This design comes from an exercise in tuning for small area, a short achievable clock period and few clock cycles on the open sky130 flow, not from production work. The RTL was checked by simulation tests, not by an equivalence proof against the original design. Power figures rest on the tool's default switching activity, not on a simulated workload.

==> 11-06: inputs <==
// brv32p_core
module brv32p_core (
  input  logic        clk,
  input  logic        rst_n,
  output logic [31:0] imem_addr,
  output logic        imem_rd,
  input  logic [31:0] imem_rdata,
  input  logic        imem_ready,
  output logic [31:0] dmem_addr,
  output logic        dmem_rd,
  output logic        dmem_wr,
  output logic [1:0]  dmem_width,
  output logic        dmem_sign_ext,
  output logic [31:0] dmem_wdata,
  input  logic [31:0] dmem_rdata,
  input  logic        dmem_ready
);
  logic m_rdq, m_wrq;
  logic adv;
  assign adv = imem_ready & ~((m_rdq | m_wrq) & ~dmem_ready);
  logic redirect;
  logic [31:0] redir_pc;
  logic md_hold, load_use, id_hold;
  assign id_hold = md_hold | load_use;
  logic [31:1] pc_if;
  assign imem_addr = {pc_if, 1'b0};
  assign imem_rd   = 1'b1;
  logic [31:0] raw;
  assign raw = imem_rdata;
  logic is_c_if;
  logic [31:0] instr_exp;
  logic        illegal_c_unused;
  compressed_decoder u_cdec (
    .instr_in      (raw),
    .instr_out     (instr_exp),
    .is_compressed (is_c_if),
    .illegal_c     (illegal_c_unused)
  );
  logic        pred_if;
  logic [31:1] pc_other, pc_d;
  assign pc_other = redirect ? redir_pc[31:1] : pc_if;
  fetch_next u_fnext (
    .raw      (raw),
    .pc       (pc_if),
    .pc_other (pc_other),
    .go       (!redirect & !id_hold),
    .pred     (pred_if),
    .pc_d     (pc_d)
  );
  always_ff @(posedge clk or negedge rst_n) begin
    if (!rst_n)
      pc_if <= 31'b0;
    else if (adv)
      pc_if <= pc_d;
  end
  logic [6:0] fo;
  logic [2:0] ff3;
  logic       f_br, f_store, f_reg, f_sys, f_trap;
  logic       pf_rb, pf_auipc, pf_use1, pf_use2, pf_jal;
  assign fo      = instr_exp[6:0];
  assign ff3     = instr_exp[14:12];
  assign f_br    = (fo == 7'b1100011);
  assign f_store = (fo == 7'b0100011);
  assign f_reg   = (fo == 7'b0110011);
  assign f_sys   = (fo == 7'b1110011);
  assign pf_rb    = f_reg | f_br;
  assign pf_auipc = (fo == 7'b0010111);
  assign pf_use1  = (fo == 7'b1100111) | f_br | (fo == 7'b0000011) | f_store |
                    (fo == 7'b0010011) | f_reg | (f_sys & (ff3 != 3'b000) & !ff3[2]);
  assign pf_use2  = f_br | f_store | f_reg;
  assign pf_jal   = (fo == 7'b1101111);
  assign f_trap   = (f_sys & (ff3 == 3'b000) & (instr_exp[31:20] != 12'h302)) |
  ...
==> flow/config.mk <==
export PLATFORM = sky130hd
export DESIGN_NAME = brv32p_core
export DESIGN_NICKNAME = brv32p_core
export VERILOG_FILES = /design/flow/design.v
export SDC_FILE = /design/flow/constraint.sdc
export NUM_CORES = 8
export LEC_CHECK = 0
export CAP_MARGIN = 20
export CORE_MARGIN = 2
export CORE_UTILIZATION = 45
export CTS_BUF_LIST = sky130_fd_sc_hd__clkbuf_8
export PLACE_DENSITY = 0.6
export SLEW_MARGIN = 20
export SYNTH_HIERARCHICAL = 1
==> flow/constraint.sdc <==
create_clock -name core_clock -period 15.0 [get_ports {clk}]
set_input_delay 3.0000 -clock core_clock [delete_from_list [all_inputs] [get_ports {clk}]]
set_output_delay 3.0000 -clock core_clock [all_outputs]
set_load 0.01 [all_outputs]
standard.sh (not shown) runs the stock make flow with config.mk's settings and CLKGATE_MAP_FILE= SYNTH_SCRIPT=/design/flow/synth_recipe.tcl, a recipe that flattens the netlist after the stock synthesis.
==> flow/flow/run.sh <==
#!/bin/bash
set -euo pipefail
MARGIN=${MARGIN:-10}
bash standard.sh synth > synth.log 2>&1
bash standard.sh SETUP_SLACK_MARGIN=$MARGIN "BUFFER_PORTS_ARGS=-buffer_cell sky130_fd_sc_hd__buf_4" finish > layout.log 2>&1
==> inputs of 10-12, as changes to 11-06 <==
--- a/flow/design.v
+++ b/flow/design.v
@@ -540,12 +540,13 @@
                     (f_br & (ff3[2:1] == 2'b01)) |
                     !((fo == 7'b0110111) | pf_auipc | (fo == 7'b1101111) | (fo == 7'b1100111) |
                       f_br | (fo == 7'b0000011) | f_store | (fo == 7'b0010011) | f_reg |
                       (fo == 7'b0001111) | f_sys);
   logic        id_valid;
   logic        id_rb, id_auipc, id_store, id_br, id_use1, id_use2, id_trap, id_jal;
+  logic [31:1] id_s1, id_s2;    
   logic [31:2] id_instr;
   logic [31:1] id_pc;
   logic        id_c, id_pred;
   always_ff @(posedge clk or negedge rst_n) begin
     if (!rst_n)
       id_valid <= 1'b0;
@@ -563,12 +564,16 @@
       id_store <= f_store;
       id_br    <= f_br;
       id_use1  <= pf_use1;
       id_use2  <= pf_use2;
       id_trap  <= f_trap;
       id_jal   <= pf_jal;
+      for (int i = 1; i < 32; i++) begin
+        id_s1[i] <= (instr_exp[19:15] == 5'(i));
+        id_s2[i] <= (instr_exp[24:20] == 5'(i));
+      end
     end
   end
   logic [31:0] ins;
   assign ins = {id_instr, 2'b11};
   logic [6:0] opc;
   logic [2:0] f3;
@@ -666,14 +671,14 @@
   end
   logic [31:0] rs1_r, rs2_r, rs1_v, rs2_v;
   always_comb begin
     rs1_r = 32'b0;
     rs2_r = 32'b0;
     for (int i = 1; i < 32; i++) begin
-      rs1_r = rs1_r | (regs[i] & {32{rs1 == 5'(i)}});
-      rs2_r = rs2_r | (regs[i] & {32{rs2 == 5'(i)}});
+      rs1_r = rs1_r | (regs[i] & {32{id_s1[i]}});
+      rs2_r = rs2_r | (regs[i] & {32{id_s2[i]}});
     end
   end
   assign rs1_v = (rf_we && rf_wa == rs1) ? rf_wd : rs1_r;
   assign rs2_v = (rf_we && rf_wa == rs2) ? rf_wd : rs2_r;
   logic e_rfwe, e_load;
   logic [4:0] e_rd, e_ra, e_rb;
==> inputs of 09-23, as changes to 11-06 <==
--- a/flow/design.v
+++ b/flow/design.v
@@ -300,23 +300,19 @@
   logic        fixb;       
   logic        dsgn_q;     
   logic        out_l;      
   logic [35:0] hx, dx;
   assign hx = mhf ? {{4{H[31]}}, H} : {4'b0, H};
   assign dx = msa ? {{4{D[31]}}, D} : {4'b0, D};
-  function automatic logic [5:0] booth2(input logic [3:0] m, input logic below);
-    booth2 = {m[3],                                           
-              (m[3] & !m[2] & !m[1]) | (!m[3] & m[2] & m[1]),   
-              m[2] ^ m[1],                                    
-              m[1],                                           
-              (m[1] & !m[0] & !below) | (!m[1] & m[0] & below),  
-              m[0] ^ below};                                  
-  endfunction
-  logic [5:0] bd;
   logic one0, two0, neg0, one1, two1, neg1;
-  assign {neg1, two1, one1, neg0, two0, one0} = bd;
+  assign one0 = L[0] ^ lp;
+  assign two0 = (L[1] & !L[0] & !lp) | (!L[1] & L[0] & lp);
+  assign neg0 = L[1];
+  assign one1 = L[2] ^ L[1];
+  assign two1 = (L[3] & !L[2] & !L[1]) | (!L[3] & L[2] & L[1]);
+  assign neg1 = L[3];
   logic [35:0] mag0, mag1, pp0, pp1;
   assign mag0 = one0 ? dx : two0 ? {dx[34:0], 1'b0} : 36'b0;
   assign mag1 = one1 ? dx : two1 ? {dx[34:0], 1'b0} : 36'b0;
   assign pp0  = mag0 ^ {36{neg0}};
   assign pp1  = {mag1[33:0] ^ {34{neg1}}, neg1, neg1};    
   logic [35:0] cs_s, cs_c, prod;
@@ -403,13 +399,12 @@
           rem    <= op[1];
           out_l  <= op[2] && !op[1];
           msa    <= !op[2] && ((op[1:0] == 2'b01) || (op[1:0] == 2'b10));
           mhf    <= !op[2] && (op[1:0] != 2'b00);
           fixb   <= !op[2] && op[1] && b[31];
           lp     <= 1'b0;
-          bd     <= booth2(b[3:0], 1'b0);
           lead   <= 1'b1;
           negb_pend <= b_neg;
           if (!is_div) begin
             H   <= 32'b0;
             L   <= b;
             cnt <= 6'd7;
@@ -449,19 +444,17 @@
         end
         PH_MUL: begin
           H  <= prod[31:0];
           D  <= {D[27:0], 4'b0};
           L  <= {{4{L[31]}}, L[31:4]};
           lp <= L[3];
-          bd <= booth2(L[7:4], L[3]);
         end
         PH_MULH: begin
           H   <= prod[35:4];
           L   <= (cnt == 6'd0) ? 32'd1 : {prod[3:0], L[31:4]};
           lp  <= (cnt == 6'd0) ? 1'b0 : L[3];
-          bd  <= (cnt == 6'd0) ? booth2(4'd1, 1'b0) : booth2(L[7:4], L[3]);
           cnt <= cnt - 6'd1;
         end
         default: ;
       endcase
     end
   end
@@ -635,15 +628,15 @@
       d_immv = {{20{ins[31]}}, ins[31:20]};
   end
   logic d_trap;
   logic [31:1] pc_inc_id, pc_imm_id;
   assign d_trap    = id_trap;    
   assign pc_inc_id = id_pc + {29'b0, ~id_c, id_c};
-  assign pc_imm_id = id_pc + (id_jal   ? {{12{ins[31]}}, ins[19:12], ins[20], ins[30:21]}    
-                             : id_auipc ? {ins[31:12], 11'b0}                                 
-                                        : {{20{ins[31]}}, ins[7], ins[30:25], ins[11:8]});   
+  assign pc_imm_id = id_pc + (ins[3] ? {{12{ins[31]}}, ins[19:12], ins[20], ins[30:21]}      
+                             : ins[2] ? {ins[31:12], 11'b0}                                   
+                                      : {{20{ins[31]}}, ins[7], ins[30:25], ins[11:8]});     
   logic [6:0] d_csel;
   always_comb begin
     d_csel = 7'b0;
     case (ins[31:20])
       12'h300: d_csel[0] = 1'b1;   
       12'h304: d_csel[1] = 1'b1;   
@@ -920,15 +913,15 @@
   assign cj    = q1 & (raw[14:13] == 2'b01);    
   assign cb    = q1 & (raw[15:14] == 2'b11);    
   assign j32   = (raw[6:0] == 7'b1101111);
   assign b32   = (raw[6:0] == 7'b1100011);
   assign jnear = (raw[19:12] == {8{raw[31]}});   
   assign pred  = (j32 & jnear) | cj | (b32 & raw[31]) | (cb & raw[12]);
-  logic [12:1] immj, immb, immc;
-  assign immj  = {raw[31], raw[20], raw[30:21]};                           
-  assign immb  = {raw[31], raw[7], raw[30:25], raw[11:8]};                 
+  logic [12:1] imm32, immc;
+  assign imm32 = raw[3] ? {raw[31], raw[20], raw[30:21]}                   
+                        : {raw[31], raw[7], raw[30:25], raw[11:8]};         
   assign immc  = raw[14] ? {{5{raw[12]}}, raw[6:5], raw[2], raw[11:10], raw[4:3]}           
                          : {raw[12], raw[12], raw[8], raw[10:9], raw[6], raw[7], raw[2], raw[11], raw[5:3]};  
   logic [31:13] ph_inc, ph_dec;
   logic [12:1]  pl_1, pl_2;
   logic         pl_1c, pl_2c;
   incr #(19) u_hinc (.a(pc[31:13]), .s(ph_inc));
@@ -938,19 +931,16 @@
   assign pl_2[1] = pc[1];
   logic [31:13] hj1, hj0, hc1, hc0;
   assign hj1 = raw[31] ? pc[31:13] : ph_inc;
   assign hj0 = raw[31] ? ph_dec    : pc[31:13];
   assign hc1 = raw[12] ? pc[31:13] : ph_inc;
   assign hc0 = raw[12] ? ph_dec    : pc[31:13];
-  logic [12:1] c_lo, jj_lo, jb_lo, j_lo, s_lo;
-  logic        c_co, jj_co, jb_co, j_co, s_co;
-  addc #(12) u_tc (.a(pc[12:1]), .b(immc), .s(c_lo),  .co(c_co));
-  addc #(12) u_tj (.a(pc[12:1]), .b(immj), .s(jj_lo), .co(jj_co));
-  addc #(12) u_tb (.a(pc[12:1]), .b(immb), .s(jb_lo), .co(jb_co));
-  assign j_lo = raw[3] ? jj_lo : jb_lo;
-  assign j_co = raw[3] ? jj_co : jb_co;
+  logic [12:1] c_lo, j_lo, s_lo;
+  logic        c_co, j_co, s_co;
+  addc #(12) u_tc (.a(pc[12:1]), .b(immc),  .s(c_lo), .co(c_co));
+  addc #(12) u_tj (.a(pc[12:1]), .b(imm32), .s(j_lo), .co(j_co));
   assign s_lo = is_c ? pl_1  : pl_2;
   assign s_co = is_c ? pl_1c : pl_2c;
   logic [31:1] pc_seq;
   assign pc_seq = {s_co ? ph_inc : pc[31:13], s_lo};
   pc_pick u_pick (
     .psel  (go & pred),
==> impl_summary.log <==
INFO  metric outcome = no timing/DRC/antenna violations
INFO  metric timing.critical_path.depth = 26
INFO  metric clkTransAtPathRegs = ~0.07 ns
INFO  metric fp.coreArea = 0.2221 sq mm
INFO  metric power.clock.total = 4270 uW
INFO  metric slew_headroom = a little over 5%
INFO  metric grt_pass1_vias = 87.62k
INFO  metric global_route.usage.met3 = about 16%
INFO  metric comb-power = 10,500 uW
INFO  metric clockPowerShare = about 20%
-- figures above: 10-12

==> impl_summary.log <==
INFO  metric grt_pass1_vias = 85.80k
INFO  metric global_route.usage.met3 = 16.42%
INFO  metric outcome = no timing/DRC/antenna violations
INFO  metric clkTransAtPathRegs = 0.05 ns
INFO  metric fp.coreArea = 0.2195 sq mm
INFO  metric timing.critical_path.depth = 12
INFO  metric comb-power = 13,000 uW
-- figures above: 11-06

==> impl_summary.log <==
INFO  metric outcome = no timing/DRC/antenna violations
INFO  metric fp.coreArea = roughly 0.22 sq mm
INFO  metric clkTransAtPathRegs = 0.06 ns
INFO  metric power.clock.total = 4080 uW
INFO  metric timing.critical_path.depth = 10
-- figures above: 09-23

Testbench counts of 11-06, summed over its fixed seeds: cycles 513,230.
Testbench counts of 10-12, summed over its fixed seeds: cycles 513,230.
Testbench counts of 09-23, summed over its fixed seeds: cycles 513,230.

## afterwards: timing with drivers on the ports
No port has a modelled driver above. Below, the same layouts with a new extraction and two added sets of constraints. Step 1 (the two cells are an assumption about what drives the block):
set clk [get_ports {clk}]
set_driving_cell -lib_cell sky130_fd_sc_hd__clkbuf_16 $clk
set_driving_cell -lib_cell sky130_fd_sc_hd__buf_2 [delete_from_list [all_inputs] $clk]
Step 2 moves the port delays by t, midway between the first and last clock arrival at a register: inputs arrive t later, outputs are due t later. That takes back most of the time a late clock gives input paths. a / b / c = ideal / step 1 / step 2; a / b = the first two.
run	t, ns	setup slack, ns	clock arrival spread, ns	worst slew at a driven data input, ns
11-06	1.155	9.832 / 9.832 / 8.960	0.163 / 0.162	0.07
10-12	1.150	9.583 / 9.583 / 8.922	0.159 / 0.159	0.21
09-23	1.167	9.662 / 9.662 / 8.972	0.127 / 0.127	0.07
After both steps setup and hold are still met in every run listed. For 11-06, which loses most, drivers alone change the setup slack by 0.000 ns; drivers and shift together by -0.872 ns.
